This is an optimization exercise on Yosys and OpenROAD, whose aim is small area, not a production implementation. The RTL was checked by simulation tests, not by an equivalence proof against the original design. Power and IR drop assume default switching activity.

<file path="flow/design.v">
module DMA_cont(
    input           clk,
    input           reset,
    input           dma_request,
    output reg      dma_ack,
    output reg      bus_request,
    input           bus_grant,
    input   [31:0]  src_addr,
    input   [31:0]  dest_addr,
    input   [15:0]  transfer_size,
    input           start_transfer,
    output reg      transfer_done,
    output reg [31:0] addr_out,
    output reg [31:0] data_out,
    input   [31:0]  data_in,
    output reg      mem_read,
    output reg      mem_write,
    input           mem_ready
);
reg [31:0] current_src;
reg [31:0] current_dest;
reg [15:0] remaining;
reg [1:0]  state;
reg        read_complete;
reg [31:0] read_data;
parameter IDLE = 2'b00;
parameter REQUEST_BUS = 2'b01;
parameter READ_MEM = 2'b10;
parameter WRITE_MEM = 2'b11;
always @(posedge clk or posedge reset) begin
    if (reset) begin
        state <= IDLE;
        dma_ack <= 0;
        bus_request <= 0;
        transfer_done <= 0;
        mem_read <= 0;
        mem_write <= 0;
        read_complete <= 0;
        current_src <= 0;
        current_dest <= 0;
        remaining <= 0;
        addr_out <= 0;
        data_out <= 0;
        read_data <= 0;
    end else begin
        case (state)
            IDLE: begin
                dma_ack <= 0;
                transfer_done <= 0;
                if (start_transfer && dma_request) begin
                    current_src <= src_addr;
                    current_dest <= dest_addr;
                    remaining <= transfer_size;
                    bus_request <= 1;
                    state <= REQUEST_BUS;
                end
            end
            REQUEST_BUS: begin
                if (bus_grant) begin
                    bus_request <= 0;
                    dma_ack <= 1;
                    mem_read <= 1;
                    addr_out <= current_src;
                    state <= READ_MEM;
                end
            end
            READ_MEM: begin
                if (mem_ready && mem_read) begin
                    read_data <= data_in;
                    mem_read <= 0;
                    addr_out <= current_dest;
                    data_out <= data_in;
                    mem_write <= 1;
                    state <= WRITE_MEM;
                end else if (!mem_read) begin
                    mem_read <= 1;
                end
            end
            WRITE_MEM: begin
                if (mem_ready && mem_write) begin
                    mem_write <= 0;
                    current_src <= current_src + 4;
                    current_dest <= current_dest + 4;
                    remaining <= remaining - 1;
                    if (remaining == 16'h0001) begin
                        state <= IDLE;
                        transfer_done <= 1;
                        dma_ack <= 0;
                    end else begin
                        mem_read <= 1;
                        addr_out <= current_src + 4;
                        state <= READ_MEM;
                    end
                end else if (!mem_write) begin
                    mem_write <= 1;
                end
            end
            default: state <= IDLE;
        endcase
    end
end
endmodule
</file>
<file path="flow/run.sh">
#!/bin/bash
# synth_recipe.tcl (not shown) runs the flow's synth.tcl, then flattens the netlist and writes it again
# the make line also repeats each setting of config.mk as NAME=value (left out here)
make -C /OpenROAD-flow-scripts/flow DESIGN_CONFIG=/design/flow/config.mk WORK_HOME=/design/flow/orfs CLKGATE_MAP_FILE= SYNTH_SCRIPT=/design/flow/synth_recipe.tcl finish
</file>
<file path="flow/config.mk">
export PLATFORM = sky130hd
export DESIGN_NAME = DMA_cont
export DESIGN_NICKNAME = DMA_cont
export VERILOG_FILES = /design/flow/design.v
export SDC_FILE = /design/flow/constraint.sdc
export NUM_CORES = 4
export LEC_CHECK = 0
export CAP_MARGIN = 20
export CORE_MARGIN = 2
export CORE_UTILIZATION = 40
export SLEW_MARGIN = 20
</file>
<file path="flow/constraint.sdc">
create_clock -name core_clock -period 5.0 [get_ports {clk}]
set_input_delay 1.0000 -clock core_clock [delete_from_list [all_inputs] [get_ports {clk}]]
set_output_delay 1.0000 -clock core_clock [all_outputs]
set_load 0.01 [all_outputs]
</file>
==> results.toml, run 1 <==
[clock_tree]
cts_made_buffers = 17
cts_max_path_buffers = 2
cts_tree = "yes"
hold_buffers = 0
clkTransAtPathRegs_ps = 70
postCtsSetupBuffers = 0
cts_root_buffer = "clkbuf_16"
clk_latency_ps = 430
htreeDepth = 4
ctsResizeCount = 0
cts.sinks = 151

[global_route]
overflow = 0
grt_max_degree = 85
antenna_found_initial = 0
grt_pass1_wl_um = 41500
grt_pass1_vias = 7547
gr-usage-all-layers = 0.237

[die]
dieArea_sq_um = 22500
io_pins = 187
fp-row-count = 53
start_util = 0.407
die-width_um = 150
core_region_area_sq_um = 21000
fp.dieH_um = 150

[yosys]
ys_ff_latch = 151
synth_commonest_cells = "151 x dfrtp_1, 106 x a21oi_1, 82 x nand2_1, 62 x o21ai_0, 55 x nor2_1"
synth_top_area_share = 0.443
seq_area_frac_synth = 0.443
synthTopCellsByArea = "dfrtp_1 44%, a21oi_1 6.2%, mux2_2 4.8%"
synthXorXnorAreaFrac = 0
muxShareOfSynthArea = 0.0663
yosysWarningCount = 1
syn-num-nets = 1061
synthFlopType = "dfrtp_1"
synthCells = 935
synth_area_sq_um = 8530
synth_largest_area_cell = "dfrtp_1"
synthSimpleGateAreaFrac = 0.181
synth_top_family_by_area = "compound AO/OA/AOI/OAI gates"
synth_fa_ha_area_frac = 0.0117
syn_avg_cell_area_sq_um = 9.13
synth_edf_count = 0
yosysUniqueCellTypes = 72
synth_compound_area_frac = 0.250
synth-async-reset-ratio = 1.00
yosysMostFrequentCell = "dfrtp_1"

[worst_setup_path]
cp_cell_sequence = "clkdlybuf4s50_1, a21boi_1, nor3_1, and3_1, o311ai_0, o22a_1"
end_kind = "flop"
worstPathRequired_ps = 5320
crit_path_start_kind = "input pin"
arrival_ps = 3550
path_max_fanout = 22
crit_type = "in -> reg"
crit_path_max_incr_delay_ps = 870
cp_slowest_cell = "and3_1"
critPathBufInv = 1
path_delay_family = "simple AND/OR/NAND/NOR gates"

[timing]
setup_viol = 0
grt_setup_unrepaired = "no"
slew_headroom = 0.342
setup_tns_ps = 0
worst_slew_pin_slew_ps = 986
fin_crit_sh = 0.646
hold_viol = 0
fin_worst_skew_ps = 11.9
fmax_mhz = 310
finalMaxSlewViolations = 0
fin_crit_ps = 3230

[routing]
drt_pass1_iterations = 6
wire_per_inst_um = 19.6
vias = 8101
ant_nets = 0
wirelength_um = 26700
dr.first_iter.drc_count = 539
drt-vias-per-instance = 5.94
drc = 0

[status]
status = "no timing/DRC/antenna violations"

[place]
place_area_sq_um = 10500
gp_congestion = 0.843
io_buffer_count = 186
hpwlAfterDp_um = 18800

[finish]
syn2layout_area_growth_pct = 30.7
final_area_sq_um = 11100
drive_above_1_share = 0.0983
antenna_cells = 0
final_nets = 1201

[min_path]
worstHoldPathType = "reg -> reg"

[power]
p_leak_nw = 4.26
pwr_density_cell_nw_per_um2 = 747
ir_worst_vdd_v = 0.000344

[flow_run]
max-cap-violations = 0
## worst min-delay path, stage by stage, from the launching register on
cell     delay, ps
dfrtp_1        340
nand2_1         40
o21ai_0         50
## kinds of logic (layout without fill, tap and decap cells)
| kind of cell | after synthesis | in the layout |
|---|---|---|
| and+or+nand+nor | 294 | 294 |
| adders and majority gates | 8 | 8 |
| AOI/OAI and AO/OA | 335 | 335 |
| buffers and inverters | 95 | 248 |
| DFF | 151 | 151 |
| muxes | 52 | 52 |
## routing by layer
layer	GRT usage	vias to the layer above	routed length, um
li1	-	3865	-
met1	0.334	3906	11900
met2	0.363	296	12500
met3	0.0515	34	1900
met4	0.0778	0	459
met5	0	-	0
## stage by stage
step / util / hold slack [ps] / power (mW) / setup WS [ps] / cells
final: 0.532 / 479 / 8.32 / 1770 / 1363
after global placement: 0.503 / 464 / 6.93 / 1450 / 1331
after global routing: 0.532 / 512 / 8.96 / 1550 / 1363
after detailed placement: 0.503 / 471 / 6.98 / 1360 / 1331
after floorplan: - / 466 / 5.40 / 2100 / 935
after CTS: 0.532 / 486 / 8.33 / 1810 / 1363
## flip-flops by register name, indices dropped and copies added, names as in the netlist
register	cells
dma_ack	1
current_dest	32
mem_write	1
data_out	32
transfer_done	1
addr_out	32
state	2
bus_request	1
mem_read	1
current_src	32
remaining	16
## cell usage in the layout, fill, tap and decap left out, types with 19 or more instances in the layout
cell type	instances
a21oi_1	106
a31oi_1	19
clkdlybuf4s50_1	186
dfrtp_1	151
mux2_2	36
nand2_1	82
nand3_1	37
nand4_1	27
nor2_1	55
nor3_1	27
o21ai_0	62
o22ai_1	39
## layout make-up
type                       instances  area (sq um)
fill                            1969          9810
tap                              275           344
multi-input combinational        689          4360
clock buffer                      18           439
sequential                       151          3780
clock inverter                    14           161
timing repair buffer             200          2000
inverter                          16          63.8
## path summary, 6_finish.rpt
kind | startpoint | end | slack (ps) | cells after the start
max | mem_ready | addr_out[22] | 1770 | 6
min | addr_out[17] | addr_out[17] | 480 | 2
max reg2reg | state[1] | current_dest[12] | 1940 | 7
min reg2reg | addr_out[17] | addr_out[17] | 480 | 2
max in group asynchronous | reset | current_src[18] | 3010 | 3
min in group asynchronous | reset | data_out[16] | 920 | 2
## power by group
part	switching (mW)	internal (mW)	total, mW	leakage [nW]
clock	0.579	0.763	1.34	0.291
sequential	0.749	1.88	2.63	1.74
combinational	2.41	1.94	4.35	2.24
total	3.74	4.59	8.32	4.26
==> run 2: changes to the inputs <==
==> flow/design.v (replaced) <==
module DMA_cont(
    input           clk,
    input           reset,
    input           dma_request,
    output          dma_ack,
    output          bus_request,
    input           bus_grant,
    input   [31:0]  src_addr,
    input   [31:0]  dest_addr,
    input   [15:0]  transfer_size,
    input           start_transfer,
    output reg      transfer_done,
    output  [31:0]  addr_out,
    output reg [31:0] data_out,
    input   [31:0]  data_in,
    output reg      mem_read,
    output reg      mem_write,
    input           mem_ready
);
reg        req;
assign bus_request = req;
assign dma_ack     = mem_read | mem_write;
wire       idle    = ~(req | mem_read | mem_write);
reg [31:0] a;
reg [31:0] b;
reg [15:0] remaining;
assign addr_out = a;
wire       last  = (remaining == 16'd1);
wire       rd_ok = mem_read & mem_ready;
wire       wr_ok = mem_write & mem_ready;
wire       swap  = rd_ok | (wr_ok & ~last);
wire       hold  = ~idle & ~swap;
wire [32:2] cy;
assign cy[2] = 1'b1;
genvar j;
generate for (j = 2; j < 32; j = j + 1) begin : g_cy
    assign cy[j+1] = cy[j] & a[j];
end endgenerate
wire [31:0] a_inc = {a[31:2] ^ cy[31:2], a[1:0]};
wire [16:0] bw;
assign bw[0] = wr_ok;
genvar i;
generate for (i = 0; i < 16; i = i + 1) begin : g_bw
    assign bw[i+1] = bw[i] & ~remaining[i];
end endgenerate
wire [15:0] rem_step = remaining ^ bw[15:0];
always @(posedge clk or posedge reset) begin
    if (reset) begin
        req <= 1'b0;
        mem_read <= 1'b0;
        mem_write <= 1'b0;
        transfer_done <= 1'b0;
    end else begin
        req <= idle ? (start_transfer & dma_request) : (req & ~bus_grant);
        mem_read <= (req & bus_grant) | (mem_read & ~mem_ready) | (wr_ok & ~last);
        mem_write <= rd_ok | (mem_write & ~mem_ready);
        transfer_done <= wr_ok & last;
    end
end
always @(posedge clk) begin
    a <= ({32{idle}} & src_addr)  | ({32{swap}} & b)     | ({32{hold}} & a);
    b <= ({32{idle}} & dest_addr) | ({32{swap}} & a_inc) | ({32{hold}} & b);
    remaining <= ({16{idle}} & transfer_size) | ({16{~idle}} & rem_step);
    if (mem_read)
        data_out <= data_in;
end
endmodule
--- a/flow/config.mk
+++ b/flow/config.mk
@@ -9,3 +9,3 @@
 export CORE_MARGIN = 2
-export CORE_UTILIZATION = 40
+export CORE_UTILIZATION = 25
 export SLEW_MARGIN = 20
==> results.toml, run 2 <==
[worst_setup_path]
timing.rr.start = "a[2]"
arrival_ps = 5510
crit_path_start_kind = "flop"
rrSetupSlack_ps = -210
path_max_fanout = 2
crit_path_max_incr_delay_ps = 350
end_kind = "flop"
crit_type = "reg -> reg"
cp_slowest_cell = "dfxtp_4"
timing.critical_path.mode_cell = "ha_4"
ff2ff_path_depth = 30
worstPathRequired_ps = 5300
crit_start = "a[2]"

[yosys]
synth_compound_area_frac = 0.158
synth_largest_area_cell = "dfxtp_1"
muxShareOfSynthArea = 0
synthCells = 383
synthTopCellsByArea = "dfxtp_1 34%, edfxtp_1 20%, a221o_1 14%"
synth_commonest_cells = "80 x dfxtp_1, 65 x a221o_1, 65 x and2_1, 43 x ha_1, 32 x edfxtp_1"
seq_area_frac_synth = 0.559
synth-async-reset-ratio = 0.0345
synth_top_area_share = 0.336
synth_edf_count = 32
yosysWarningCount = 1
synth_fa_ha_area_frac = 0.113
synthXorXnorAreaFrac = 0.00368
ys_ff_latch = 116
synth_area_sq_um = 4770
yosysUniqueCellTypes = 27
syn_avg_cell_area_sq_um = 12.4
syn-num-nets = 544
synthFlopType = "dfxtp_1"
synth_top_family_by_area = "compound AO/OA/AOI/OAI gates"
synthSimpleGateAreaFrac = 0.121
yosysMostFrequentCell = "dfxtp_1"

[die]
dieArea_sq_um = 20200
fp-row-count = 50
core_region_area_sq_um = 18700
fp.dieH_um = 142
start_util = 0.255
io_pins = 187
die-width_um = 142

[routing]
dr.first_iter.drc_count = 125
drt_pass1_iterations = 5
wire_per_inst_um = 15.4
wirelength_um = 12600
drt-vias-per-instance = 4.57
ant_nets = 0
drc = 0
vias = 3742

[clock_tree]
cts_made_buffers = 17
cts_tree = "yes"
htreeDepth = 4
cts_max_path_buffers = 2
clkTransAtPathRegs_ps = 60
clk_latency_ps = 420
hold_buffers = 0
cts_root_buffer = "clkbuf_16"
ctsResizeCount = 0
postCtsSetupBuffers = 0
cts.sinks = 116

[timing]
slew_headroom = 0.367
grt_setup_unrepaired = "yes"
setup_viol = 3
fmax_mhz = 192
fin_crit_ps = 5210
setup_tns_ps = -335
worst_slack_ps = -208
worst_slew_pin_slew_ps = 950
finalMaxSlewViolations = 0
fin_worst_skew_ps = 15.6
fin_crit_sh = 1.04
hold_viol = 0

[place]
dp.cells = 786
pre_cts_ws_ps = -216
gp_congestion = 0.758
io_buffer_count = 186
hpwlAfterDp_um = 8970

[finish]
fin_cells = 818
syn2layout_area_growth_pct = 62.4
antenna_cells = 0
reg.largest.list = "a (32), b (32), data_out (32)"
layout_common_cells = "186 x clkdlybuf4s50_1, 78 x dfxtp_1, 65 x and2_1, 65 x a221o_1, 32 x edfxtp_1"
final_nets = 732
n_fill_cell = 1731
layout_commonest_cell = "clkdlybuf4s50_1"
drive_above_1_share = 0.127

[min_path]
worstHoldPathType = "reg -> reg"
min_path_cells = 1
min_from = "b[11]"

[global_route]
antenna_found_initial = 0
gr-usage-all-layers = 0.130
grt_pass1_vias = 3879
overflow = 0
use_met2 = 0.216
grtUsageMet1 = 0.157
top_usage_layer = "met2"
grt_use_met3 = 0.0347
grt_max_degree = 66
grt_pass1_wl_um = 20300

[flow_run]
max-cap-violations = 0

[power]
ir_worst_vdd_v = 0.000233
p_leak_nw = 3.03
pwr_density_cell_nw_per_um2 = 584

[status]
status = "complete, but fails checks"
violations = "negative setup slack"
-- run 2: layout make-up --
class                           instances  area [sq um]  area share
Multi-Input combinational cell        224          2250       0.291
Inverter                               19          71.3     0.00921
Clock buffer                           19           433      0.0559
Tap cell                              234           293      0.0378
Clock inverter                         13           113      0.0145
Timing Repair Buffer                  193          1910       0.247
Sequential cell                       116          2670       0.345
-- run 2: cells by family after synthesis --
group | after synthesis
buffers and inverters | 43
DFF | 116
and+or+nand+nor | 95
adders and majority gates | 43
AOI/OAI and AO/OA | 84
xor gates and xnor gates | 2
-- run 2: metal layers --
layer / share of wire / vias to the layer above
met3: 0.054 / 12
met4: 0.015 / 0
met5: 0 / -
met2: 0.49 / 123
met1: 0.44 / 1789
li1: - / 1818
-- run 2: metrics by stage --
| stage | util | cell area [sq um] | total power, mW | hold WS, ps |
|---|---|---|---|---|
| 3_3_place_gp | 0.385 | 7200 | 3.38 | 469 |
| 2_1_floorplan | - | 5120 | 2.67 | 455 |
| 5_1_grt | 0.414 | 7740 | 4.85 | 501 |
| 6_report | 0.414 | 7740 | 4.52 | 484 |
| 3_5_place_dp | 0.385 | 7200 | 3.44 | 471 |
| 4_1_cts | 0.414 | 7740 | 4.60 | 481 |
-- run 2: critical path: cells and delay by family (launching register included) --
kind	cells	cell delay (ps)
flops	1	350
compound gates	1	280
xor+xnor	1	150
fa+ha+maj	28	4240
-- run 2: power breakdown --
| part | internal, mW | switching (mW) |
|---|---|---|
| Clock | 0.680 | 0.450 |
| Sequential | 1.41 | 0.330 |
| Combinational | 0.936 | 0.714 |
-- run 2: path summary, 6_finish.rpt --
kind,to
worst max-delay path,b[31]
worst min-delay path,a[11]
worst max register to register,b[31]
worst min register to register,a[11]
max in group asynchronous,req
min in group asynchronous,transfer_done
==> run 3: changes to the inputs <==
==> flow/flow/run.sh (new file) <==
#!/bin/bash
# Standard ORFS layout, with three changes that only affect cell area:
#  - ABC maps with more area recovery and without its own buffering/upsizing
#    (flow/abc_speed.script); registers are mapped before ABC, unchanged.
#  - port buffers use the smallest buffer, sky130_fd_sc_hd__buf_1.
# Each tool's output goes to its own log in this folder (and ORFS's logs).
set -u
rm -rf scripts
cp -r "$FLOW_HOME/scripts" scripts
cp flow/abc_speed.script scripts/abc_speed.script
export SCRIPTS_DIR="$PWD/scripts"
export BUFFER_PORTS_ARGS="-buffer_cell sky130_fd_sc_hd__buf_1"
bash standard.sh > standard.log 2>&1
st=$?
for f in orfs/logs/*/*/*/*.log; do cp "$f" "log_$(basename "$f")"; done
exit $st
==> flow/flow/abc_speed.script (new file) <==
&get -n
&st
&dch
&nf -R 1000
&st
&syn2
&if -g -K 6
&synch2
&nf -R 1000
&st
&syn2
&if -g -K 6
&synch2
&nf -R 1000
&st
&syn2
&if -g -K 6
&synch2
&nf -R 1000
&st
&syn2
&if -g -K 6
&synch2
&nf -R 1000
&st
&syn2
&if -g -K 6
&synch2
&nf -R 1000
&put
topo
stime -c
dnsize -c
==> flow/standard.sh (new file) <==
#!/bin/bash
# synth_recipe.tcl (not shown) runs the flow's synth.tcl, then flattens the netlist and writes it again
# the make line also repeats each setting of config.mk as NAME=value (left out here)
make -C /OpenROAD-flow-scripts/flow DESIGN_CONFIG=/design/flow/config.mk WORK_HOME=/design/flow/orfs CLKGATE_MAP_FILE= SYNTH_SCRIPT=/design/flow/synth_recipe.tcl "${@:-finish}"
--- a/flow/config.mk
+++ b/flow/config.mk
@@ -10,2 +10,3 @@
 export CORE_UTILIZATION = 25
+export CTS_BUF_LIST = sky130_fd_sc_hd__clkbuf_4
 export SLEW_MARGIN = 20
removed: flow/run.sh
==> results.toml, run 3 <==
[status]
status = "complete, but fails checks"
violations = "negative setup slack"

[die]
fp-row-count = 49
fp.dieH_um = 138
die-width_um = 138
core_region_area_sq_um = 17800
start_util = 0.253
io_pins = 187
dieArea_sq_um = 19100

[yosys]
synth_commonest_cells = "129 x nand2_1, 80 x dfxtp_1, 63 x a22oi_1, 43 x ha_1, 32 x edfxtp_1"
synthFlopType = "dfxtp_1"
synth_largest_area_cell = "dfxtp_1"
synth_fa_ha_area_frac = 0.120
synthCells = 421
synth_top_family_by_area = "simple AND/OR/NAND/NOR gates"
muxShareOfSynthArea = 0
synth-async-reset-ratio = 0.0345
synth_top_area_share = 0.357
syn_avg_cell_area_sq_um = 10.7
yosysUniqueCellTypes = 19
synthTopCellsByArea = "dfxtp_1 36%, edfxtp_1 21%, ha_1 12%"
synth_area_sq_um = 4490
synth_edf_count = 32
synthSimpleGateAreaFrac = 0.136
seq_area_frac_synth = 0.593
synth_compound_area_frac = 0.133
ys_ff_latch = 116
syn-num-nets = 582
synthXorXnorAreaFrac = 0.00390
yosysWarningCount = 1
yosysMostFrequentCell = "nand2_1"

[finish]
n_fill_cell = 1868
multiInputGateArea_sq_um = 2140
reg.largest.list = "a (32), b (32), data_out (32)"
layout_common_cells = "186 x buf_1, 128 x nand2_1, 78 x dfxtp_1"
finish.utilization = 0.348
layout_commonest_cell = "buf_1"
fin_cells = 877
drive_above_1_share = 0.111
final_nets = 795
regArea_sq_um = 2670
syn2layout_area_growth_pct = 37.9
final_area_sq_um = 6190

[worst_setup_path]
crit_path_start_kind = "flop"
worstPathRequired_ps = 5410
crit_type = "reg -> reg"
crit_path_max_incr_delay_ps = 360
end_kind = "flop"
timing.critical_path.mode_cell = "ha_4"
arrival_ps = 5610
cp_slowest_cell = "dfxtp_4"
path_max_fanout = 2

[routing]
drt_pass1_iterations = 5
dr.first_iter.drc_count = 147
ant_nets = 0
drt-vias-per-instance = 4.35
wire_per_inst_um = 13.4
drc = 0
vias = 3817
wirelength_um = 11700

[clock_tree]
cts_root_buffer = "clkbuf_4"
clk_latency_ps = 520
cts_tree = "yes"
postCtsSetupBuffers = 0
htreeDepth = 4
cts_made_buffers = 17
clkTransAtPathRegs_ps = 100
hold_buffers = 0
cts_max_path_buffers = 2
cts.sinks = 116

[timing]
slew_headroom = 0.335
fmax_mhz = 192
worst_slack_ps = -200
finalMaxSlewViolations = 0
hold_viol = 0
fin_worst_skew_ps = 13.8
setup_viol = 1
worst_slew_pin_slew_ps = 996
hold_slack_ps = 300
fin_crit_sh = 1.04
fin_crit_ps = 5200
grt_setup_unrepaired = "yes"

[global_route]
grt_pass1_wl_um = 18500
gr-usage-all-layers = 0.123
grt_pass1_vias = 3697
grt_use_met3 = 0.0582
grt_max_degree = 66
antenna_found_initial = 2
use_met2 = 0.192
top_usage_layer = "met2"
grtUsageMet1 = 0.146
overflow = 0

[place]
io_buffer_count = 186
gp_congestion = 0.748
dp.cells = 844
place_area_sq_um = 5860
hpwlAfterDp_um = 8500

[power]
ir_worst_vdd_v = 0.000271
design_power_total_mw = 3.69
pwr_density_cell_nw_per_um2 = 597
p_leak_nw = 2.45

[min_path]
worstHoldPathType = "in -> async"

[flow_run]
max-cap-violations = 0
## run 3: cell types whose count changed after synthesis, sizes merged, moves of 2 or more
cell,delta
clkbuf,-11
inv,-19
and2,-65
a221o,-63
a22oi,+63
a21oi,+2
clkinv,+18
nand2,+127
buf,-13
## run 3: layer usage
| layer | routed length [um] | part of all wire |
|---|---|---|
| met1 | 5140 | 0.44 |
| met2 | 5210 | 0.44 |
| met3 | 1170 | 0.10 |
| met4 | 179 | 0.015 |
| met5 | 13 | 0.0011 |
## run 3: stage by stage
stage / worst slack [ps] / setup TNS [ps]
floorplan: -138 / -138
CTS: -264 / -290
global route: -339 / -484
detailed placement: -291 / -406
global placement: -251 / -336
finish: -200 / -200
## run 3: cell families after synthesis
family | after synthesis
compound gates | 85
flops | 116
simple gates | 157
xor+xnor | 2
buf+inv | 18
fa+ha+maj | 43
## run 3: repair_timing
action / in CTS / in global routing
cloned: 0 / 0
pin swaps: 2 / 2
resized for setup: 7 / 0
setup endpoints to repair: 2 / 3
hold endpoints to repair: 0 / 0
## run 3: final timing paths
check / from / end / slack, ps / depth (start not counted)
setup / recovery: a[2] / b[31] / -200 / 31
hold reg to reg: b[13] / b[13] / 440 / 2
setup reg to reg: a[2] / b[31] / -200 / 31
max in group asynchronous: reset / transfer_done / 4570 / 2
hold / removal: reset / req / 300 / 2
min in group core_clock: b[13] / b[13] / 440 / 2
## run 3: final cells by class
cell class / count / area share
Antenna cell: 1 / 0.000404
Clock buffer: 21 / 0.0255
Clock inverter: 11 / 0.0178
Inverter: 18 / 0.0109
Multi-Input combinational cell: 287 / 0.346
Sequential cell: 116 / 0.431
Tap cell: 229 / 0.0463
Timing Repair Buffer: 194 / 0.122
## run 3: worst max-delay path, delay by kind of cell, from the launching register on
kind	cells	cell delay, ps
AO/OA/AOI/OAI	2	310
XOR/XNOR	1	110
adder cells (fa/ha/maj)	28	4270
flip-flops	1	360
## run 3: power breakdown
group	internal, mW	switching, mW	leakage, nW
registers	1.41	0.300	1.03
clock network	0.313	0.347	0.146
logic	0.531	0.798	1.27
==> run 4: changes to the inputs <==
--- a/flow/design.v
+++ b/flow/design.v
@@ -33,7 +33,13 @@
 wire [32:2] cy;
-assign cy[2] = 1'b1;
-genvar j;
-generate for (j = 2; j < 32; j = j + 1) begin : g_cy
-    assign cy[j+1] = cy[j] & a[j];
+wire [6:0]  bc;                      
+assign bc[0] = 1'b1;
+genvar j, k;
+generate for (k = 0; k < 6; k = k + 1) begin : g_blk
+    assign bc[k+1] = bc[k] & (&a[2+5*k+4:2+5*k]);
+    assign cy[2+5*k] = bc[k];
+    for (j = 1; j < 5; j = j + 1) begin : g_bit
+        assign cy[2+5*k+j] = cy[2+5*k+j-1] & a[2+5*k+j-1];
+    end
 end endgenerate
+assign cy[32] = bc[6];
 wire [31:0] a_inc = {a[31:2] ^ cy[31:2], a[1:0]};
@@ -55,3 +61,3 @@
         mem_read <= (req & bus_grant) | (mem_read & ~mem_ready) | (wr_ok & ~last);
-        mem_write <= rd_ok | (mem_write & ~mem_ready);
+        mem_write <= (mem_read | mem_write) & (mem_write ^ mem_ready);
         transfer_done <= wr_ok & last;
==> results.toml, run 4 <==
[status]
status = "no timing/DRC/antenna violations"

[clock_tree]
hold_buffers = 0
cts_made_buffers = 17
cts_tree = "yes"
cts.sinks = 116
clk_latency_ps = 520
cts_max_path_buffers = 2
postCtsSetupBuffers = 0
htreeDepth = 4
clkTransAtPathRegs_ps = 110
ctsResizeCount = 0
cts_root_buffer = "clkbuf_4"

[timing]
finalMaxSlewViolations = 0
setup_viol = 0
fin_crit_ps = 3910
grt_setup_unrepaired = "no"
setup_tns_ps = 0
fin_worst_skew_ps = 28.6
hold_slack_ps = 309
hold_viol = 0
fmax_mhz = 256
worst_slew_pin_slew_ps = 1010
slew_headroom = 0.328
fin_crit_sh = 0.782

[routing]
wirelength_um = 11700
vias = 3845
drc = 0
ant_nets = 0
wire_per_inst_um = 13.3
routed.top_layer = "met4"
met1_length_um = 5460
drt-vias-per-instance = 4.38
wl_met3_um = 607
wl_met2_um = 5360
drt_pass1_iterations = 4
dr.first_iter.drc_count = 157

[worst_setup_path]
cp_cell_sequence = "buf_1, ha_1, ha_1, ha_1, ha_1, ha_1, ha_1, ha_1, ha_1, ha_1, ha_1, ha_1, ha_1, ha_1, ha_1, ha_1, ha_1, xnor2_1, a21oi_1"
crit_type = "in -> reg"
timing.critical_path.mode_cell = "ha_1"
end_kind = "flop"
path_max_fanout = 4
crit_path_start_kind = "input pin"
arrival_ps = 4260
cp_slowest_cell = "ha_1"
worstPathRequired_ps = 5350
crit_path_max_incr_delay_ps = 230

[die]
die-width_um = 139
start_util = 0.254
fp.dieH_um = 139
dieArea_sq_um = 19300
fp-row-count = 49
io_pins = 187
core_region_area_sq_um = 17900

[finish]
drive_above_1_share = 0.0586
final_area_sq_um = 5950
fin_cells = 878
layout_common_cells = "186 x buf_1, 115 x nand2_1, 80 x dfxtp_1"
syn2layout_area_growth_pct = 31.0
final_nets = 792
layout_commonest_cell = "buf_1"
n_fill_cell = 1927
reg.largest.list = "a (32), b (32), data_out (32)"

[yosys]
synth_largest_area_cell = "dfxtp_1"
synthFlopType = "dfxtp_1"
syn_avg_cell_area_sq_um = 10.7
yosysUniqueCellTypes = 22
synthTopCellsByArea = "dfxtp_1 35%, edfxtp_1 21%, ha_1 11%"
syn-num-nets = 581
synth_edf_count = 32
synth_area_sq_um = 4540
synthCells = 424
synth-async-reset-ratio = 0.0345
ys_ff_latch = 116
yosysWarningCount = 1
synth_top_area_share = 0.353
yosysMostFrequentCell = "nand2_1"
synth_commonest_cells = "115 x nand2_1, 80 x dfxtp_1, 64 x a22oi_1, 39 x ha_1, 32 x edfxtp_1"
seq_area_frac_synth = 0.587

[global_route]
grt_pass1_wl_um = 18900
grt_max_degree = 65
antenna_found_initial = 1
gr-usage-all-layers = 0.123
overflow = 0
grt_pass1_vias = 3705

[power]
p_leak_nw = 2.49
p_seq_frac = 0.421
p_int_mw = 2.47
pwr_density_cell_nw_per_um2 = 682
pwr-share-clk = 0.203
p_switching_mw = 1.59
pwr-share-comb = 0.376
ir_worst_vdd_v = 0.000235
switching_share = 0.391

[place]
io_buffer_count = 186
dp.cells = 844
place_area_sq_um = 5580
hpwlAfterDp_um = 8210
gp_congestion = 0.756

[min_path]
worstHoldPathType = "in -> async"

[flow_run]
max-cap-violations = 0
-- run 4: final cells by class --
cell class                 instances  area (sq um)  area share
clock buffer                      20           150      0.0253
inverter                          18          67.6      0.0114
sequential                       116          2660       0.448
timing repair buffer             192           763       0.128
antenna                            1          2.50    0.000421
clock inverter                    12           188      0.0316
multi-input combinational        290          1830       0.307
tap                              229           287      0.0482
-- run 4: logic make-up (layout without fill, tap and decap cells) --
kind of cell               Yosys count  after routing  synth area share
adders and majority gates           39             39             0.107
buffers and inverters               18            242            0.0149
other                                0              1                 0
xor gates and xnor gates             7              7            0.0135
and+or+nand+nor                    153            153             0.140
DFF                                116            116             0.587
AOI/OAI and AO/OA                   91             91             0.138
-- run 4: worst paths after layout --
| path | startpoint | end | slack [ps] | cells past startpoint |
|---|---|---|---|---|
| max | mem_ready | remaining[15] | 1090 | 19 |
| min | reset | req | 310 | 2 |
| max reg2reg | mem_write | remaining[15] | 1300 | 18 |
| min reg2reg | b[22] | b[22] | 440 | 2 |
| max in group asynchronous | reset | mem_write | 4550 | 2 |
| min in group core_clock | b[22] | b[22] | 440 | 2 |
-- run 4: power by group through the flow --
stage	logic, mW	clock network (mW)	registers, mW
after detailed placement	1.52	0	1.73
after global routing	1.75	0.902	1.77
after floorplan	0.868	0	1.82
after CTS	1.52	0.859	1.71
final	1.53	0.822	1.71
after global placement	1.50	0	1.72
-- run 4: through the flow --
step | util | setup slack, ps | power [mW]
floorplan | - | 584 | 2.68
global route | 0.332 | 965 | 4.42
global placement | 0.312 | 609 | 3.22
finish | 0.332 | 1090 | 4.05
detailed placement | 0.312 | 559 | 3.25
CTS | 0.330 | 1160 | 4.09
-- run 4: critical path, delay by kind of cell --
kind | cells | cell delay, ps
buffers and inverters | 1 | 120
AO/OA/AOI/OAI | 1 | 80
adder cells (fa/ha/maj) | 16 | 2930
XOR/XNOR | 1 | 130
-- run 4: layer usage --
layer | GRT usage | vias up
met5 | 0 | -
met4 | 0.0590 | 0
met3 | 0.0363 | 18
met2 | 0.192 | 115
met1 | 0.158 | 1759
li1 | - | 1953
==> run 5: changes to the inputs <==
--- a/flow/config.mk
+++ b/flow/config.mk
@@ -10,3 +10,5 @@
 export CORE_UTILIZATION = 25
-export CTS_BUF_LIST = sky130_fd_sc_hd__clkbuf_4
+export CTS_BUF_LIST = sky130_fd_sc_hd__clkbuf_8
+export CTS_CLUSTER_DIAMETER = 120
+export CTS_CLUSTER_SIZE = 40
 export SLEW_MARGIN = 20
==> results.toml, run 5 <==
[yosys]
yosysWarningCount = 1
synthSimpleGateAreaFrac = 0.140
synthTopCellsByArea = "dfxtp_1 35%, edfxtp_1 21%, ha_1 11%"
muxShareOfSynthArea = 0
synth_largest_area_cell = "dfxtp_1"
yosysMostFrequentCell = "nand2_1"
synth_top_family_by_area = "simple AND/OR/NAND/NOR gates"
yosysUniqueCellTypes = 22
synth_edf_count = 32
synth_compound_area_frac = 0.138
ys_ff_latch = 116
synthCells = 424
seq_area_frac_synth = 0.587
synth-async-reset-ratio = 0.0345
synth_commonest_cells = "115 x nand2_1, 80 x dfxtp_1, 64 x a22oi_1, 39 x ha_1, 32 x edfxtp_1"
synthFlopType = "dfxtp_1"
synth_fa_ha_area_frac = 0.107
synth_area_sq_um = 4540
synth_top_area_share = 0.353
synthXorXnorAreaFrac = 0.0135
syn-num-nets = 581
syn_avg_cell_area_sq_um = 10.7

[routing]
vias = 3841
wire_per_inst_um = 13.5
ant_nets = 0
drc = 0
drt_pass1_iterations = 5
drt-vias-per-instance = 4.38
dr.first_iter.drc_count = 135
wirelength_um = 11800

[timing]
fin_crit_ps = 4000
fin_crit_sh = 0.799
slew_headroom = 0.319
setup_tns_ps = 0
finalMaxSlewViolations = 0
setup_viol = 0
grt_setup_unrepaired = "no"
hold_slack_ps = 397
fin_worst_skew_ps = 17.4
hold_viol = 0
worst_slew_pin_slew_ps = 1020
worst_slack_ps = 1000
fmax_mhz = 250

[global_route]
overflow = 0
antenna_found_initial = 0
grt_max_degree = 65
grt_pass1_vias = 3738
gr-usage-all-layers = 0.124
grt_pass1_wl_um = 19000

[finish]
finish.utilization = 0.339
drive_above_1_share = 0.0586
final_area_sq_um = 6070
syn2layout_area_growth_pct = 33.7
multiInputGateArea_sq_um = 1830
n_fill_cell = 1901
regArea_sq_um = 2660
reg.largest.list = "a (32), b (32), data_out (32)"
final_nets = 792
layout_commonest_cell = "buf_1"
antenna_cells = 0
layout_common_cells = "186 x buf_1, 115 x nand2_1, 80 x dfxtp_1"

[clock_tree]
hold_buffers = 0
ctsResizeCount = 0
cts_made_buffers = 17
cts_root_buffer = "clkbuf_8"
htreeDepth = 4
postCtsSetupBuffers = 0
cts_tree = "yes"
clkTransAtPathRegs_ps = 70
clk_latency_ps = 430
cts_max_path_buffers = 2
cts.sinks = 116

[worst_setup_path]
worstPathRequired_ps = 5260
crit_path_start_kind = "input pin"
crit_type = "in -> reg"
end_kind = "flop"
path_max_fanout = 4
arrival_ps = 4260

[die]
fp-row-count = 49
fp.dieH_um = 139
core_region_area_sq_um = 17900
dieArea_sq_um = 19300
start_util = 0.254
io_pins = 187
die-width_um = 139

[power]
ir_worst_vdd_v = 0.000241
pwr_density_cell_nw_per_um2 = 700
p_leak_nw = 2.55

[place]
place_area_sq_um = 5580
io_buffer_count = 186
hpwlAfterDp_um = 8210
pre_cts_ws_ps = 559
gp_congestion = 0.756

[status]
status = "no timing/DRC/antenna violations"

[min_path]
worstHoldPathType = "in -> async"

[flow_run]
max-cap-violations = 0
run 5: logic make-up after synthesis:
kind of cell,after synthesis
flops,116
fa+ha+maj,39
compound gates,91
xor+xnor,7
simple gates,153
buf+inv,18
run 5: power breakdown:
group          internal, mW  leakage, nW  switching, mW
Clock                 0.628        0.243          0.386
Combinational         0.573         1.28          0.951
Sequential             1.44         1.03          0.272
run 5: worst paths after layout:
path / slack [ps] / cells past startpoint / from / endpoint
min reg2reg: 440 / 2 / b[1] / b[1]
max in group asynchronous: 4470 / 2 / reset / mem_write
max reg2reg: 1310 / 18 / mem_write / remaining[15]
min in group core_clock: 440 / 2 / b[1] / b[1]
min: 400 / 2 / reset / req
max: 1000 / 19 / mem_ready / remaining[15]
run 5: metal layers:
metal | global-route usage | share of wire
met2 | 0.196 | 0.46
met1 | 0.157 | 0.47
met5 | 0 | 0
met4 | 0.0611 | 0.026
met3 | 0.0331 | 0.048
run 5: worst max-delay path, cell delays in order:
cell,delay (ps)
buf_1,120
ha_1,240
ha_1,200
ha_1,190
ha_1,180
ha_1,180
ha_1,170
ha_1,180
ha_1,180
ha_1,180
ha_1,170
ha_1,180
ha_1,170
ha_1,170
ha_1,180
ha_1,180
ha_1,180
xnor2_1,130
a21oi_1,80
run 5: layout make-up:
| class | instances | area share |
|---|---|---|
| clock buffer | 20 | 0.0454 |
| clock inverter | 12 | 0.0309 |
| inverter | 18 | 0.0111 |
| multi-input combinational | 290 | 0.301 |
| sequential | 116 | 0.439 |
| tap | 229 | 0.0472 |
| timing repair buffer | 192 | 0.126 |
run 5: metrics by stage:
step                      std cells  power [mW]
after floorplan                 424        2.68
after detailed placement        844        3.25
after CTS                       876        4.29
after global placement          844        3.22
final                           877        4.25
after global routing            877        4.62
==> run 6: changes to the inputs <==
--- a/flow/flow/run.sh
+++ b/flow/flow/run.sh
@@ -1,3 +1,3 @@
 #!/bin/bash
-# Standard ORFS layout, with three changes that only affect cell area:
+# Standard ORFS layout, with changes that only affect cell area:
 #  - ABC maps with more area recovery and without its own buffering/upsizing
@@ -5,2 +5,3 @@
 #  - port buffers use the smallest buffer, sky130_fd_sc_hd__buf_1.
+#  - clock tree of clkbuf_4 without dummy balancing loads.
 # Each tool's output goes to its own log in this folder (and ORFS's logs).
@@ -12,2 +13,3 @@
 export BUFFER_PORTS_ARGS="-buffer_cell sky130_fd_sc_hd__buf_1"
+export CTS_ARGS="-sink_clustering_enable -repair_clock_nets -buf_list sky130_fd_sc_hd__clkbuf_4 -dont_use_dummy_load"
 bash standard.sh > standard.log 2>&1
--- a/flow/config.mk
+++ b/flow/config.mk
@@ -10,5 +10,2 @@
 export CORE_UTILIZATION = 25
-export CTS_BUF_LIST = sky130_fd_sc_hd__clkbuf_8
-export CTS_CLUSTER_DIAMETER = 120
-export CTS_CLUSTER_SIZE = 40
 export SLEW_MARGIN = 20
==> results.toml, run 6 <==
[finish]
drive_above_1_share = 0.0411
final_nets = 792
syn2layout_area_growth_pct = 26.4
reg.largest.list = "a (32), b (32), data_out (32)"
finish.utilization = 0.320
layout_common_cells = "186 x buf_1, 115 x nand2_1, 80 x dfxtp_1"
fin_cells = 863
layout_commonest_cell = "buf_1"

[worst_setup_path]
crit_type = "in -> reg"
timing.critical_path.mode_cell = "ha_1"
critPathBufInv = 1
crit_path_max_incr_delay_ps = 230
cp_cell_sequence = "buf_1, ha_1, ha_1, ha_1, ha_1, ha_1, ha_1, ha_1, ha_1, ha_1, ha_1, ha_1, ha_1, ha_1, ha_1, ha_1, ha_1, xnor2_1, a21oi_1"
cp_slowest_cell = "ha_1"
arrival_ps = 4260
end_kind = "flop"
worstPathRequired_ps = 5330
path_delay_family = "adder cells"
crit_path_start_kind = "input pin"
path_max_fanout = 4

[timing]
finalMaxSlewViolations = 0
hold_viol = 0
setup_viol = 0
fin_worst_skew_ps = 45.9
fin_crit_sh = 0.787
worst_slack_ps = 1070
slew_headroom = 0.327
worst_slew_pin_slew_ps = 1010
fmax_mhz = 254
fin_crit_ps = 3930
setup_tns_ps = 0
grt_setup_unrepaired = "no"

[yosys]
synth_largest_area_cell = "dfxtp_1"
ys_ff_latch = 116
synth-async-reset-ratio = 0.0345
synth_fa_ha_area_frac = 0.107
synth_top_family_by_area = "simple AND/OR/NAND/NOR gates"
synth_area_sq_um = 4540
yosysWarningCount = 1
yosysUniqueCellTypes = 22
syn_avg_cell_area_sq_um = 10.7
synthFlopType = "dfxtp_1"
yosysMostFrequentCell = "nand2_1"
synth_top_area_share = 0.353
synthXorXnorAreaFrac = 0.0135
synth_compound_area_frac = 0.138
synthCells = 424
synth_commonest_cells = "115 x nand2_1, 80 x dfxtp_1, 64 x a22oi_1, 39 x ha_1, 32 x edfxtp_1"
syn-num-nets = 581
synthTopCellsByArea = "dfxtp_1 35%, edfxtp_1 21%, ha_1 11%"
muxShareOfSynthArea = 0
synthSimpleGateAreaFrac = 0.140
seq_area_frac_synth = 0.587
synth_edf_count = 32

[place]
gp_congestion = 0.756
hpwlAfterDp_um = 8210
pre_cts_ws_ps = 559
dp.cells = 844
io_buffer_count = 186

[die]
dieArea_sq_um = 19300
fp-row-count = 49
die-width_um = 139
core_region_area_sq_um = 17900
fp.dieH_um = 139
start_util = 0.254
io_pins = 187

[clock_tree]
clkTransAtPathRegs_ps = 100
cts_made_buffers = 17
htreeDepth = 4
cts_root_buffer = "clkbuf_4"
cts.sinks = 116
cts_tree = "yes"
clk_latency_ps = 520
ctsResizeCount = 0
cts_max_path_buffers = 2
postCtsSetupBuffers = 0
hold_buffers = 0

[global_route]
grt_pass1_wl_um = 18700
grt_max_degree = 65
gr-usage-all-layers = 0.123
overflow = 0
grt_pass1_vias = 3677
antenna_found_initial = 1

[flow_run]
max-cap-violations = 0

[routing]
ant_nets = 0
drc = 0
wire_per_inst_um = 13.5
wirelength_um = 11700
drt_pass1_iterations = 5
vias = 3834
drt-vias-per-instance = 4.44
dr.first_iter.drc_count = 159

[power]
pwr_density_cell_nw_per_um2 = 644
ir_worst_vdd_v = 0.000207
design_power_total_mw = 3.70
p_leak_nw = 2.39

[status]
status = "no timing/DRC/antenna violations"

[min_path]
worstHoldPathType = "in -> async"
[run 6: cell type report]
class	count	area, sq um
multi-input cells	290	1830
flip-flops and latches	116	2660
diodes	1	2.50
inverters	18	67.6
clock buffers	17	128
repair buffers	192	763
fillers	1934	12200
well taps	229	287
[run 6: metrics by stage]
stage | area, sq um | hold WS (ps)
2_1_floorplan | 4540 | 416
3_3_place_gp | 5580 | 424
3_5_place_dp | 5580 | 429
4_1_cts | 5710 | 239
5_1_grt | 5740 | 249
6_report | 5740 | 305
[run 6: power by group]
part | internal, mW | total [mW] | leakage (nW) | switching [mW]
Clock | 0.155 | 0.461 | 0.0782 | 0.306
Combinational | 0.573 | 1.53 | 1.28 | 0.954
Sequential | 1.44 | 1.71 | 1.03 | 0.270
Total | 2.17 | 3.70 | 2.39 | 1.53
[run 6: metal layers]
layer	vias up	global-route usage	wire (um)
li1	1941	-	-
met1	1762	0.157	5500
met2	114	0.191	5270
met3	17	0.0383	631
met4	0	0.0574	278
met5	-	0	0
[run 6: kinds of logic after synthesis]
group / Yosys count
buffers and inverters: 18
DFF: 116
adders and majority gates: 39
and+or+nand+nor: 153
xor gates and xnor gates: 7
AOI/OAI and AO/OA: 91
[run 6: worst paths after layout]
path	depth (start not counted)	to	from	slack [ps]
min reg2reg	2	b[5]	b[5]	440
max in group asynchronous	2	transfer_done	reset	4530
max reg2reg	18	remaining[15]	mem_write	1310
min	2	req	reset	300
min in group core_clock	2	b[5]	b[5]	440
max	19	remaining[15]	mem_ready	1070
==> run 7: changes to the inputs <==
--- a/flow/flow/run.sh
+++ b/flow/flow/run.sh
@@ -2,3 +2,3 @@
 # Standard ORFS layout, with changes that only affect cell area:
-#  - ABC maps with more area recovery and without its own buffering/upsizing
+#  - ABC maps for area (amap) without its own buffering/upsizing
 #    (flow/abc_speed.script); registers are mapped before ABC, unchanged.
==> flow/flow/abc_speed.script (replaced) <==
strash
dch
amap -F 4 -A 8
topo
dnsize -c
==> results.toml, run 7 <==
[yosys]
synth_fa_ha_area_frac = 0.109
synthSimpleGateAreaFrac = 0.0470
synthTopCellsByArea = "dfxtp_1 36%, edfxtp_1 21%, a222oi_1 14%"
synthFlopType = "dfxtp_1"
synth_area_sq_um = 4470
yosysMostFrequentCell = "clkinv_1"
synth_top_area_share = 0.358
synth_largest_area_cell = "dfxtp_1"
synthCells = 376
seq_area_frac_synth = 0.596
syn_avg_cell_area_sq_um = 11.9
synth-async-reset-ratio = 0.0345
synth_top_family_by_area = "compound AO/OA/AOI/OAI gates"
synthXorXnorAreaFrac = 0.00196
muxShareOfSynthArea = 0
yosysUniqueCellTypes = 22
syn-num-nets = 533
synth_compound_area_frac = 0.173
yosysWarningCount = 1
ys_ff_latch = 116
synth_commonest_cells = "87 x clkinv_1, 80 x dfxtp_1, 64 x a222oi_1, 39 x ha_1, 32 x edfxtp_1"
synth_edf_count = 32

[worst_setup_path]
end_kind = "flop"
crit_start = "mem_ready"
crit_path_start_kind = "input pin"
rrSetupSlack_ps = 1270
path_max_fanout = 3
crit_type = "in -> reg"
timing.rr.start = "mem_write"
worstPathRequired_ps = 5390
arrival_ps = 4320

[min_path]
worstHoldPathType = "in -> async"

[routing]
vias = 3736
drt-vias-per-instance = 4.62
wire_per_inst_um = 13.9
dr.first_iter.drc_count = 328
ant_nets = 0
drt_pass1_iterations = 6
wirelength_um = 11200
drc = 0

[clock_tree]
cts.sinks = 116
cts_root_buffer = "clkbuf_4"
cts_tree = "yes"
cts_made_buffers = 17
hold_buffers = 0
postCtsSetupBuffers = 0
cts_max_path_buffers = 2
clk_latency_ps = 510
clkTransAtPathRegs_ps = 100
ctsResizeCount = 0
htreeDepth = 4

[global_route]
antenna_found_initial = 0
overflow = 0
gr-usage-all-layers = 0.118
grt_pass1_wl_um = 17100
grt_max_degree = 97
grt_pass1_vias = 3509

[place]
gp_congestion = 0.708
hpwlAfterDp_um = 8070
io_buffer_count = 186
pre_cts_ws_ps = 546

[timing]
grt_setup_unrepaired = "no"
hold_slack_ps = 331
worst_slack_ps = 1070
slew_headroom = 0.370
hold_viol = 0
fin_crit_sh = 0.787
worst_slew_pin_slew_ps = 945
fin_worst_skew_ps = 23.1
setup_tns_ps = 0
fin_crit_ps = 3930
finalMaxSlewViolations = 0
fmax_mhz = 254
setup_viol = 0

[power]
pwr-share-comb = 0.409
pwr_density_cell_nw_per_um2 = 647
design_power_total_mw = 3.65
p_int_mw = 2.16
switching_share = 0.408
ir_worst_vdd_v = 0.000319
p_switching_mw = 1.49
p_seq_frac = 0.468
pwr-share-clk = 0.123
p_leak_nw = 2.11

[finish]
syn2layout_area_growth_pct = 26.0
n_fill_cell = 1831
final_nets = 742
regArea_sq_um = 2660
multiInputGateArea_sq_um = 1510
layout_commonest_cell = "buf_1"
drive_above_1_share = 0.0412
reg.largest.list = "a (32), b (32), data_out (32)"
antenna_cells = 0
layout_common_cells = "186 x buf_1, 87 x clkinv_1, 80 x dfxtp_1"

[die]
io_pins = 187
dieArea_sq_um = 19000
start_util = 0.257
die-width_um = 138
fp-row-count = 48
core_region_area_sq_um = 17400
fp.dieH_um = 138

[flow_run]
max-cap-violations = 0

[status]
status = "no timing/DRC/antenna violations"
-- run 7: cell types whose count changed after synthesis, moves of 3 or more --
cell and change:
a21oi_1 -11, a222oi_1 +64, a22oi_1 -64, and3_1 -4, and4_1 -5, clkinv_1 +69
nand2_1 -97, nand3_1 +5, nand4_1 +3, nor2_1 -11, nor4_1 -4, o21ai_0 +10
xnor2_1 -7
-- run 7: stage by stage --
step,utilization,cell area (sq um),std cells
2_1_floorplan,-,4480,376
3_3_place_gp,0.316,5510,791
3_5_place_dp,0.316,5510,791
4_1_cts,0.323,5630,808
5_1_grt,0.323,5630,808
6_report,0.323,5630,808
-- run 7: layout make-up --
| cell class | count | share of cell area |
|---|---|---|
| inverter | 87 | 0.0580 |
| sequential | 116 | 0.473 |
| multi-input combinational | 173 | 0.268 |
| tap | 225 | 0.0500 |
| clock buffer | 17 | 0.0227 |
| timing repair buffer | 190 | 0.129 |
-- run 7: cells by family after synthesis --
| kind of cell | after synthesis |
|---|---|
| DFF | 116 |
| AOI/OAI and AO/OA | 89 |
| buffers and inverters | 87 |
| and+or+nand+nor | 44 |
| adders and majority gates | 39 |
| xor gates and xnor gates | 1 |
-- run 7: worst max-delay path, cell delays in order --
cell and delay (ps):
buf_1 110, ha_1 210, ha_1 190, ha_1 180
ha_1 180, ha_1 190, ha_1 180, ha_1 180
ha_1 180, ha_1 180, ha_1 180, ha_1 170
ha_1 180, ha_1 170, ha_1 180, ha_1 180
ha_1 190, nor2_1 90, a21oi_1 50, o32a_1 150
-- run 7: worst paths after layout --
kind / to / cells after the start
setup / recovery: remaining[15] / 20
hold / removal: transfer_done / 2
setup reg to reg: remaining[15] / 19
hold reg to reg: b[4] / 2
max in group asynchronous: mem_read / 2
min in group core_clock: b[4] / 2
-- run 7: power groups by stage --
stage	Clock [mW]	Sequential (mW)	Combinational, mW
floorplan	0	1.81	0.906
global placement	0	1.72	1.51
detailed placement	0	1.72	1.53
CTS	0.487	1.70	1.53
global route	0.525	1.76	1.72
finish	0.449	1.71	1.49
-- run 7: per-layer routing --
layer | track usage | wire, um | vias to the layer above
met2 | 0.182 | 5060 | 164
li1 | - | - | 1850
met5 | 0 | 0 | -
met3 | 0.0585 | 1200 | 9
met1 | 0.143 | 4870 | 1713
met4 | 0.0397 | 101 | 0
==> run 8: changes to the inputs <==
==> flow/design.v (replaced) <==
module DMA_cont(
    input           clk,
    input           reset,
    input           dma_request,
    output          dma_ack,
    output          bus_request,
    input           bus_grant,
    input   [31:0]  src_addr,
    input   [31:0]  dest_addr,
    input   [15:0]  transfer_size,
    input           start_transfer,
    output          transfer_done,
    output  [31:0]  addr_out,
    output reg [31:0] data_out,
    input   [31:0]  data_in,
    output          mem_read,
    output          mem_write,
    input           mem_ready
);
reg        sk, sp, sq;
assign dma_ack       = sk;
assign bus_request   = sp;
assign mem_read      = sk & ~sq;
assign mem_write     = sk & sq;
assign transfer_done = ~sk & sq;
wire       idle    = ~(sk | sp);
reg [31:0] a;
reg [31:0] b;
reg [15:0] left;
assign addr_out = a;
wire       rd_ok = mem_read & mem_ready;
wire       wr_ok = mem_write & mem_ready;
wire [32:2] cy;
wire [6:0]  bc;                      
assign bc[0] = 1'b1;
genvar j, m;
generate for (m = 0; m < 6; m = m + 1) begin : g_blk
    assign bc[m+1] = bc[m] & (&a[2+5*m+4:2+5*m]);
    assign cy[2+5*m] = bc[m];
    for (j = 1; j < 5; j = j + 1) begin : g_bit
        assign cy[2+5*m+j] = cy[2+5*m+j-1] & a[2+5*m+j-1];
    end
end endgenerate
assign cy[32] = bc[6];
wire [31:0] a_inc = {a[31:2] ^ cy[31:2], a[1:0]};
wire [15:0] dec_in = idle ? transfer_size : left;
wire [16:0] bw;
assign bw[0] = idle | wr_ok;
genvar i;
generate for (i = 0; i < 16; i = i + 1) begin : g_bw
    assign bw[i+1] = bw[i] & ~dec_in[i];
end endgenerate
wire       none  = (left == 16'd0);   
wire       fin   = wr_ok & none;
wire       swap  = rd_ok | (wr_ok & ~none);
wire       hold  = ~idle & ~swap;
always @(posedge clk or posedge reset) begin
    if (reset) begin
        sk <= 1'b0;
        sp <= 1'b0;
        sq <= 1'b0;
    end else begin
        sp <= idle ? (start_transfer & dma_request) : (sp & ~bus_grant);
        sk <= (sp & bus_grant) | (sk & ~fin);
        sq <= sk & ((sq ^ mem_ready) | fin);
    end
end
always @(posedge clk) begin
    a <= ({32{idle}} & src_addr)  | ({32{swap}} & b)     | ({32{hold}} & a);
    b <= ({32{idle}} & dest_addr) | ({32{swap}} & a_inc) | ({32{hold}} & b);
    left <= dec_in ^ bw[15:0];
    if (mem_read)
        data_out <= data_in;
end
endmodule
==> results.toml, run 8 <==
[status]
status = "no timing/DRC/antenna violations"

[timing]
worst_slew_pin_slew_ps = 785
setup_tns_ps = 0
finalMaxSlewViolations = 0
fin_crit_sh = 0.832
setup_viol = 0
slew_headroom = 0.477
fin_crit_ps = 4160
fmax_mhz = 240
hold_viol = 0
fin_worst_skew_ps = 43.3
grt_setup_unrepaired = "no"

[yosys]
synth_top_area_share = 0.363
syn-num-nets = 521
yosysUniqueCellTypes = 19
synth_edf_count = 32
yosysWarningCount = 1
yosysMostFrequentCell = "clkinv_1"
synthCells = 365
synthTopCellsByArea = "dfxtp_1 36%, edfxtp_1 22%, a222oi_1 15%"
synth_commonest_cells = "87 x clkinv_1, 80 x dfxtp_1, 64 x a222oi_1, 38 x ha_1, 32 x edfxtp_1"
syn_avg_cell_area_sq_um = 12.1
synthFlopType = "dfxtp_1"
ys_ff_latch = 115
synth_largest_area_cell = "dfxtp_1"
seq_area_frac_synth = 0.598
synth-async-reset-ratio = 0.0261
synth_area_sq_um = 4410

[min_path]
worstHoldPathType = "in -> async"

[die]
fp-row-count = 48
core_region_area_sq_um = 17300
die-width_um = 137
dieArea_sq_um = 18700
start_util = 0.255
fp.dieH_um = 137
io_pins = 187

[routing]
routed.top_layer = "met4"
ant_nets = 0
met1_length_um = 4800
wl_met2_um = 5240
drt-vias-per-instance = 4.63
wire_per_inst_um = 13.9
drc = 0
vias = 3698
wirelength_um = 11100
dr.first_iter.drc_count = 347
drt_pass1_iterations = 6
wl_met3_um = 954

[worst_setup_path]
end_kind = "flop"
arrival_ps = 4540
worstPathRequired_ps = 5380
path_max_fanout = 70
crit_path_start_kind = "flop"
crit_type = "reg -> reg"

[finish]
regArea_sq_um = 2640
finish.utilization = 0.322
drive_above_1_share = 0.0454
layout_common_cells = "186 x buf_1, 87 x clkinv_1, 80 x dfxtp_1"
multiInputGateArea_sq_um = 1470
syn2layout_area_growth_pct = 26.3
antenna_cells = 0
n_fill_cell = 1824
layout_commonest_cell = "buf_1"
reg.largest.list = "a (32), b (32), data_out (32)"
final_area_sq_um = 5570
final_nets = 731

[flow_run]
max-cap-violations = 0

[global_route]
overflow = 0
grt_max_degree = 71
antenna_found_initial = 0
grt_pass1_vias = 3348
grt_pass1_wl_um = 16800
gr-usage-all-layers = 0.118

[power]
p_leak_nw = 2.12
p_int_mw = 1.29
p_seq_frac = 0.622
p_switching_mw = 0.453
design_power_total_mw = 1.74
switching_share = 0.260
pwr-share-comb = 0.123
pwr_density_cell_nw_per_um2 = 312
ir_worst_vdd_v = 0.000179
pwr-share-clk = 0.255

[clock_tree]
cts.sinks = 115
cts_tree = "yes"
clk_latency_ps = 510
hold_buffers = 0
clkTransAtPathRegs_ps = 110
htreeDepth = 4
cts_max_path_buffers = 2
postCtsSetupBuffers = 0
cts_made_buffers = 17
ctsResizeCount = 0
cts_root_buffer = "clkbuf_4"

[place]
place_area_sq_um = 5450
io_buffer_count = 186
gp_congestion = 0.784
hpwlAfterDp_um = 8030
[run 8: changes by cell type after synthesis, moves of 3 or more]
cell and delta:
o22ai_1 +16, o21ai_0 -13, nand2_1 -12, nor2_1 +4, nand4_1 -3, or4_1 +3
[run 8: critical path, stage by stage (launching register included)]
cell and delay [ps]:
dfrtp_1 470, nor2_4 320, buf_4 670, o22ai_1 170
ha_1 230, ha_1 180, ha_1 190, ha_1 180
ha_1 190, ha_1 180, ha_1 180, ha_1 180
ha_1 180, ha_1 180, ha_1 180, ha_1 200
nand2_1 50, o21ai_0 70
[run 8: kinds of logic (layout without fill, tap and decap cells)]
group / count (synthesis) / after routing / share of synthesized area
buffers and inverters: 87 / 295 / 0.0740
adder cells (fa/ha/maj): 38 / 38 / 0.108
AO/OA/AOI/OAI: 92 / 92 / 0.183
flip-flops: 115 / 115 / 0.598
AND/OR/NAND/NOR: 33 / 33 / 0.0374
[run 8: final cells by class]
cell class / count / area share
inverters: 87 / 0.0586
clock buffers: 17 / 0.0229
repair buffers: 191 / 0.132
well taps: 225 / 0.0505
multi-input cells: 163 / 0.263
flip-flops and latches: 115 / 0.473
[run 8: worst paths after layout]
path	slack, ps	endpoint	from	cells after the start
min in group core_clock	460	b[22]	b[22]	2
hold reg to reg	460	b[22]	b[22]	2
hold / removal	300	sp	reset	2
setup reg to reg	840	left[15]	sk	17
setup / recovery	840	left[15]	sk	17
max in group asynchronous	4590	sq	reset	2
[run 8: through the flow]
stage          std cells  setup WS [ps]  hold WS, ps
2_1_floorplan        365            395          431
3_3_place_gp         781            765          442
3_5_place_dp         781            721          445
4_1_cts              798            807          225
5_1_grt              798            592          234
6_report             798            841          299
[run 8: power by group through the flow]
stage / sequential, mW / clock (mW) / combinational (mW)
finish: 1.08 / 0.444 / 0.214
global route: 1.09 / 0.515 / 0.245
CTS: 1.08 / 0.482 / 0.219
detailed placement: 1.10 / 0 / 0.218
global placement: 1.10 / 0 / 0.216
floorplan: 1.11 / 0 / 0.104
[run 8: per-layer routing]
metal	vias to the layer above	GRT usage
li1	1831	-
met1	1703	0.141
met2	152	0.190
met3	12	0.0474
met4	0	0.0487
met5	-	0

## static timing again, ports no longer ideal
No port has a modelled driver above. Below, the same layouts with a new extraction and two added sets of constraints. Step 1: set_driving_cell puts a clkbuf_16 on clk and a buf_2 on each other input, an assumption about the parent block. Step 2, shift: input delay + t, output delay - t, t = (earliest + latest rising clock arrival at the registers) / 2. This alone moves slack from input paths to output paths. Slacks: ideal ports / drivers / drivers and shift; pairs: ideal ports / drivers.
run	t (ns)	slack for setup (ns)	hold WS [ns]	worst slew at a driven data input, ns	pins driven straight from the clock port
run 1	0.473	1.772 / 1.772 / 1.299	0.479 / 0.479 / 0.479	0.06	1
run 2	0.450	-0.208 / -0.208 / -0.208	0.484 / 0.484 / 0.484	0.05	1
run 3	0.545	-0.200 / -0.200 / -0.200	0.300 / 0.289 / 0.441	0.07	1
run 4	0.535	1.089 / 1.087 / 0.552	0.309 / 0.306 / 0.440	0.06	1
run 5	0.456	1.003 / 1.001 / 0.545	0.397 / 0.394 / 0.435	0.06	1
run 6	0.527	1.067 / 1.064 / 0.537	0.305 / 0.303 / 0.438	0.06	1
run 7	0.520	1.065 / 1.067 / 0.547	0.331 / 0.330 / 0.467	0.06	1
run 8	0.528	0.841 / 0.841 / 0.709	0.299 / 0.291 / 0.464	0.05	1
The setup slack of run 4, which loses most, moves by -0.002 ns with the drivers and by -0.537 ns with both steps.
